Source: an optimization exercise on an open RTL-to-GDS flow (aim: small area, a short achievable clock period and few clock cycles). Production flows keep margins and buffers that such runs may drop. Where RTL was checked, it was by simulation tests only, not by an equivalence proof against the original. No activity file was given, so power comes from the tool's default toggle rates.

== rev 12 ==
## HW2_divider
module HW2_divider(Clk, Rst, St, Divisor, Dividend, Quotient, Remainder, Overflow, Done);
Size: about 470 cells after synthesis, about 0.0034 sq mm of cells after synthesis.
==> module HW2_divider, before the edit <==
module HW2_divider(Clk, Rst, St, Divisor, Dividend, Quotient, Remainder, Overflow, Done);
	input Clk, Rst, St;
	input [15:0] Divisor;
	input [15:0] Dividend;
	output [15:0] Quotient;
	output [15:0] Remainder;
	output Overflow;
	output reg Done;
	reg [15:0] R;      
	reg [15:0] D;      
	reg [15:0] Q;      
	reg ovf;
	wire z8 = ~|Divisor[15:8];
	wire [15:0] n1 = z8 ? {Divisor[7:0], 8'b0} : Divisor;
	wire z4 = ~|n1[15:12];
	wire [15:0] n2 = z4 ? {n1[11:0], 4'b0} : n1;
	wire z2 = ~|n2[15:14];
	wire [15:0] n3 = z2 ? {n2[13:0], 2'b0} : n2;
	wire z1 = ~n3[15];
	wire [15:0] n4 = z1 ? {n3[14:0], 1'b0} : n3;
	wire [15:0] lead;
	genvar k;
	generate
		for (k = 0; k < 16; k = k + 1) begin : g_lead
			if (k == 15) begin : g_top
				assign lead[k] = Divisor[k];
			end else begin : g_low
				assign lead[k] = Divisor[k] & ~|Divisor[15:k+1];
			end
		end
	endgenerate
	wire [16:0] diff = {1'b0, R} - {1'b0, D};
	wire ge = ~diff[16];
	assign Quotient = Q;
	assign Remainder = R;
	assign Overflow = ovf;
	always @(posedge Clk) begin
		if (Rst)
			Done <= 1'b1;
		else if (Done)
			Done <= ~St;
		else if (Q[15] || ovf)
			Done <= 1'b1;
	end
	always @(posedge Clk) begin
		if (Done) begin
			D <= n4;
			if (St) begin
				R <= Dividend;
				Q <= lead;
				ovf <= ~|Divisor;
			end
		end else begin
			if (ge) R <= diff[15:0];
			Q <= {Q[14:0], ge};
			D <= {1'b0, D[15:1]};
		end
	end
endmodule
clock: 6.0 ns
lec_check: 0
abc_area: 1
abc_clock_period_in_ps: 2000
cap_margin: 20
core_margin: 2
core_utilization: 40
setup_slack_margin: 3.3
slew_margin: 20
standard.sh (not shown) runs the stock make flow with config.mk's settings and CLKGATE_MAP_FILE= SYNTH_SCRIPT=/design/flow/synth_recipe.tcl, a recipe that flattens the netlist after the stock synthesis.
==> flow/flow/run.sh <==
#!/bin/bash
# The standard layout, with each port buffered by a small buffer instead of
# the delay cell that buffer_ports picks by default.
set -euo pipefail
bash standard.sh "BUFFER_PORTS_ARGS=-buffer_cell sky130_fd_sc_hd__buf_1" finish > standard.log 2>&1
For rev 13, these inputs were changed with respect to rev 12:
==> flow/design.v <==
module HW2_divider(Clk, Rst, St, Divisor, Dividend, Quotient, Remainder, Overflow, Done);
	input Clk, Rst, St;
	input [15:0] Divisor;
	input [15:0] Dividend;
	output [15:0] Quotient;
	output [15:0] Remainder;
	output Overflow;
	output reg Done;
	reg [15:0] R;      
	reg [15:0] D;      
	reg [15:0] Q;      
	reg ovf;
	wire z8 = ~|Divisor[15:8];
	wire [15:0] n1 = z8 ? {Divisor[7:0], 8'b0} : Divisor;
	wire z4 = ~|n1[15:12];
	wire [15:0] n2 = z4 ? {n1[11:0], 4'b0} : n1;
	wire z2 = ~|n2[15:14];
	wire [15:0] n3 = z2 ? {n2[13:0], 2'b0} : n2;
	wire z1 = ~n3[15];
	wire [15:0] n4 = z1 ? {n3[14:0], 1'b0} : n3;
	wire [15:0] lead;
	genvar k;
	generate
		for (k = 0; k < 16; k = k + 1) begin : g_lead
			if (k == 15) begin : g_top
				assign lead[k] = Divisor[k];
			end else begin : g_low
				assign lead[k] = Divisor[k] & ~|Divisor[15:k+1];
			end
		end
	endgenerate
	wire [16:0] d1 = {1'b0, R} - {1'b0, D};          
	wire [16:0] dh = {1'b0, R} - {2'b0, D[15:1]};    
	wire c1 = ~d1[16];
	wire c2 = ~dh[16];
	wire last = Q[15];           
	wire two = ~c1 & ~last;      
	assign Quotient = Q;
	assign Remainder = R;
	assign Overflow = ovf;
	always @(posedge Clk) begin
		if (Rst)
			Done <= 1'b1;
		else if (Done)
			Done <= ~St;
		else if (ovf || (two ? Q[14] : Q[15]))
			Done <= 1'b1;
	end
	always @(posedge Clk) begin
		if (Done) begin
			D <= n4;
			if (St) begin
				R <= Dividend;
				Q <= lead;
				ovf <= ~|Divisor;
			end
		end else begin
			if (c1)
				R <= d1[15:0];
			else if (two && c2)
				R <= dh[15:0];
			if (two) begin
				Q <= {Q[13:0], 1'b0, c2};
				D <= {2'b0, D[15:2]};
			end else begin
				Q <= {Q[14:0], c1};
				D <= {1'b0, D[15:1]};
			end
		end
	end
endmodule
--- outcome ---
Relative to rev 12, the total design power of rev 13 is higher by 1.5 mW. Power in combinational cells is higher on rev 13. Rev 13 against rev 12: final setup skew held; part of the cycle the worst path needs higher; clock insertion delay at the later pin of the skew report comparable. When rev 13 is set beside rev 12, its count of multi-input gates turns out to be 181 larger. Note that the total core area recorded for rev 12 amounts to 0.69 times the value seen in rev 13. Against rev 12, the final cell area of rev 13 is higher. Between rev 13 and rev 12, first-pass GRT wire length is lower for rev 12, rev 13 comes in above that.
No run of this note included a check of the RTL's function; only the layout flow was run.


Another version of the RTL of HW2_divider (not shown whole).
Size: ~54 flip-flops, ~3500 um2 of cells after synthesis.
==> module HW2_divider, before the edit <==
module HW2_divider(Clk, Rst, St, Divisor, Dividend, Quotient, Remainder, Overflow, Done);
	input Clk, Rst, St;
	input [15:0] Divisor;
	input [15:0] Dividend;
	output [15:0] Quotient;
	output [15:0] Remainder;
	output Overflow;
	output reg Done;
	reg [15:0] R;      
	reg [15:0] D;      
	reg [15:0] Q;      
	reg [3:0] cnt;     
	reg ovf;
	wire z8 = ~|Divisor[15:8];
	wire [15:0] n1 = z8 ? {Divisor[7:0], 8'b0} : Divisor;
	wire z4 = ~|n1[15:12];
	wire [15:0] n2 = z4 ? {n1[11:0], 4'b0} : n1;
	wire z2 = ~|n2[15:14];
	wire [15:0] n3 = z2 ? {n2[13:0], 2'b0} : n2;
	wire z1 = ~n3[15];
	wire [15:0] n4 = z1 ? {n3[14:0], 1'b0} : n3;
	wire [16:0] diff = {1'b0, R} - {1'b0, D};
	wire ge = ~diff[16];
	assign Quotient = Q;
	assign Remainder = R;
	assign Overflow = ovf;
	always @(posedge Clk) begin
		if (Rst)
			Done <= 1'b1;
		else if (Done)
			Done <= ~St;
		else if (cnt == 4'd0 || ovf)
			Done <= 1'b1;
	end
	always @(posedge Clk) begin
		if (Done) begin
			D <= n4;
			cnt <= {z8, z4, z2, z1};
			if (St) begin
				R <= Dividend;
				Q <= 16'd0;
				ovf <= ~|Divisor;
			end
		end else begin
			if (ge) R <= diff[15:0];
			Q <= {Q[14:0], ge};
			D <= {1'b0, D[15:1]};
			cnt <= cnt - 4'd1;
		end
	end
endmodule
Settings: LEC_CHECK=0, ABC_AREA=1, ABC_CLOCK_PERIOD_IN_PS=2000, CAP_MARGIN=20, CORE_MARGIN=2, CORE_UTILIZATION=40, SETUP_SLACK_MARGIN=3.3, SLEW_MARGIN=20; clock period 6.0 ns.
Scripts as last shown in full above: flow/flow/run.sh
Testbench counts at the start, summed over its fixed seeds: cycles 83,106.
Edit:
--- a/flow/design.v
+++ b/flow/design.v
@@ -10,16 +10,32 @@
 	reg [15:0] D;      
 	reg [15:0] Q;      
 	reg [3:0] cnt;     
 	reg ovf;
-	wire z8 = ~|Divisor[15:8];
-	wire [15:0] n1 = z8 ? {Divisor[7:0], 8'b0} : Divisor;
-	wire z4 = ~|n1[15:12];
-	wire [15:0] n2 = z4 ? {n1[11:0], 4'b0} : n1;
-	wire z2 = ~|n2[15:14];
-	wire [15:0] n3 = z2 ? {n2[13:0], 2'b0} : n2;
-	wire z1 = ~n3[15];
-	wire [15:0] n4 = z1 ? {n3[14:0], 1'b0} : n3;
+	wire [15:0] lead;
+	genvar k;
+	generate
+		for (k = 0; k < 16; k = k + 1) begin : g_lead
+			if (k == 0) begin : g0
+				assign lead[k] = Divisor[15];
+			end else begin : gk
+				assign lead[k] = Divisor[15-k] & ~|Divisor[15:16-k];
+			end
+		end
+	endgenerate
+	reg [15:0] n4;
+	reg [3:0] lz;
+	integer i, j;
+	always @(*) begin
+		n4 = 16'd0;
+		lz = 4'd0;
+		for (i = 0; i < 16; i = i + 1) begin
+			for (j = 0; j < 16; j = j + 1)
+				if (j >= i) n4[j] = n4[j] | (lead[i] & Divisor[j-i]);
+			if (lead[i]) lz = lz | i[3:0];
+		end
+	end
+	wire z8 = lz[3], z4 = lz[2], z2 = lz[1], z1 = lz[0];
 	wire [16:0] diff = {1'b0, R} - {1'b0, D};
 	wire ge = ~diff[16];
 	assign Quotient = Q;
 	assign Remainder = R;
Clock power goes down by about 6%.
Global-route usage goes up by 3.9 points.
Synthesized cell count goes up by 27%.
Die area goes up by 17%.
Design area goes up by 14%.
Maximum frequency goes down by 3.0%.
Total power goes down by 0.47%.
Worst setup slack gets worse by 0.077 ns.
Non-clock buffer count goes down by 3.
Sequential power goes down by about 2%.
Flip-flop and latch count does not change.
Routed wire length goes up by 48%.
Core utilization goes down by 1.7 points.
Combinational power goes up by 5.3%.
Only the layout flow was run in the second run of this note; the RTL was not checked for function there.


RTL: one of the versions met above, not the one the previous note started from.
Size in the first run: about 54 flip-flops.
==> module HW2_divider, before the edit <==
module HW2_divider(Clk, Rst, St, Divisor, Dividend, Quotient, Remainder, Overflow, Done);
	input Clk, Rst, St;
	input [15:0] Divisor;
	input [15:0] Dividend;
	output [15:0] Quotient;
	output [15:0] Remainder;
	output Overflow;
	output reg Done;
	reg [15:0] R;      
	reg [15:0] D;      
	reg [15:0] Q;      
	reg [3:0] cnt;     
	reg ovf;
	wire [15:0] lead;
	genvar k;
	generate
		for (k = 0; k < 16; k = k + 1) begin : g_lead
			if (k == 0) begin : g0
				assign lead[k] = Divisor[15];
			end else begin : gk
				assign lead[k] = Divisor[15-k] & ~|Divisor[15:16-k];
			end
		end
	endgenerate
	reg [15:0] n4;
	reg [3:0] lz;
	integer i, j;
	always @(*) begin
		n4 = 16'd0;
		lz = 4'd0;
		for (i = 0; i < 16; i = i + 1) begin
			for (j = 0; j < 16; j = j + 1)
				if (j >= i) n4[j] = n4[j] | (lead[i] & Divisor[j-i]);
			if (lead[i]) lz = lz | i[3:0];
		end
	end
	wire z8 = lz[3], z4 = lz[2], z2 = lz[1], z1 = lz[0];
	wire [16:0] diff = {1'b0, R} - {1'b0, D};
	wire ge = ~diff[16];
	assign Quotient = Q;
	assign Remainder = R;
	assign Overflow = ovf;
	always @(posedge Clk) begin
		if (Rst)
			Done <= 1'b1;
		else if (Done)
			Done <= ~St;
		else if (cnt == 4'd0 || ovf)
			Done <= 1'b1;
	end
	always @(posedge Clk) begin
		if (Done) begin
			D <= n4;
			cnt <= {z8, z4, z2, z1};
			if (St) begin
				R <= Dividend;
				Q <= 16'd0;
				ovf <= ~|Divisor;
			end
		end else begin
			if (ge) R <= diff[15:0];
			Q <= {Q[14:0], ge};
			D <= {1'b0, D[15:1]};
			cnt <= cnt - 4'd1;
		end
	end
endmodule
==> flow/config.mk <==
export PLATFORM = sky130hd
export DESIGN_NAME = HW2_divider
export DESIGN_NICKNAME = HW2_divider
export VERILOG_FILES = /design/flow/design.v
export SDC_FILE = /design/flow/constraint.sdc
export NUM_CORES = 4
export LEC_CHECK = 0
export ABC_AREA = 1
export ABC_CLOCK_PERIOD_IN_PS = 2000
export CAP_MARGIN = 20
export CORE_MARGIN = 2
export CORE_UTILIZATION = 40
export SETUP_SLACK_MARGIN = 3.5
export SLEW_MARGIN = 20
==> flow/constraint.sdc <==
create_clock -name core_clock -period 6.0 [get_ports {Clk}]
set_input_delay 1.2000 -clock core_clock [delete_from_list [all_inputs] [get_ports {Clk}]]
set_output_delay 1.2000 -clock core_clock [all_outputs]
set_load 0.01 [all_outputs]
Scripts as last shown in full above: flow/flow/run.sh
The baseline passed the timing, design-rule and antenna checks.
Rerun with:
--- a/flow/design.v
+++ b/flow/design.v
@@ -9,34 +9,18 @@
 	reg [15:0] R;      
 	reg [15:0] D;      
 	reg [15:0] Q;      
 	reg [3:0] cnt;     
 	reg ovf;
-	wire [15:0] lead;
-	genvar k;
-	generate
-		for (k = 0; k < 16; k = k + 1) begin : g_lead
-			if (k == 0) begin : g0
-				assign lead[k] = Divisor[15];
-			end else begin : gk
-				assign lead[k] = Divisor[15-k] & ~|Divisor[15:16-k];
-			end
-		end
-	endgenerate
-	reg [15:0] n4;
-	reg [3:0] lz;
-	integer i, j;
-	always @(*) begin
-		n4 = 16'd0;
-		lz = 4'd0;
-		for (i = 0; i < 16; i = i + 1) begin
-			for (j = 0; j < 16; j = j + 1)
-				if (j >= i) n4[j] = n4[j] | (lead[i] & Divisor[j-i]);
-			if (lead[i]) lz = lz | i[3:0];
-		end
-	end
-	wire z8 = lz[3], z4 = lz[2], z2 = lz[1], z1 = lz[0];
+	wire z8 = ~|Divisor[15:8];
+	wire [15:0] n1 = z8 ? {Divisor[7:0], 8'b0} : Divisor;
+	wire z4 = ~|n1[15:12];
+	wire [15:0] n2 = z4 ? {n1[11:0], 4'b0} : n1;
+	wire z2 = ~|n2[15:14];
+	wire [15:0] n3 = z2 ? {n2[13:0], 2'b0} : n2;
+	wire z1 = ~n3[15];
+	wire [15:0] n4 = z1 ? {n3[14:0], 1'b0} : n3;
 	wire [16:0] diff = {1'b0, R} - {1'b0, D};
 	wire ge = ~diff[16];
 	assign Quotient = Q;
 	assign Remainder = R;
 	assign Overflow = ovf;
Count of clock-buffer cells in the layout came out lower by 1.
Clock power came out higher by about 7%.
Wire length came out lower by 29%.
Global-route usage came out lower by 3.5 points.
Cell count came out lower by 17%.
Testbench counts after the change, summed over its fixed seeds: cycles 83,106.
No functional check of the RTL was part of the first run of this note.

[re-timing with driven ports]
No port has a modelled driver above. Below, the same layouts with a new extraction and two added sets of constraints. Step 1 assumes that a clkbuf_16 drives the clock port and a buf_2 every other input. Step 2 also shifts input and output timing later by t, the mid clock arrival at the registers, as if the neighbouring blocks saw the same clock. a / b / c = ideal ports / drivers / drivers and shift; a / b = the first two.
run | t (ns) | setup slack, ns | worst setup path after step 2
rev 12 | 0.332 | 3.372 / 3.380 / 3.048 | input to register
rev 13 | 0.330 | 3.287 / 3.293 / 2.963 | input to register
the first run of note 2 | 0.340 | 3.481 / 3.489 / 3.149 | input to register
the second run of note 2 | 0.347 | 3.403 / 3.408 / 3.061 | input to register
the first run of note 3 | 0.346 | 3.594 / 3.598 / 3.252 | input to register
the second run of note 3 | 0.337 | 3.533 / 3.526 / 3.190 | input to register
After both steps every run listed still meets setup and hold. For the second run of note 3, which loses most, drivers alone change the setup slack by -0.007 ns; drivers and shift together by -0.343 ns.
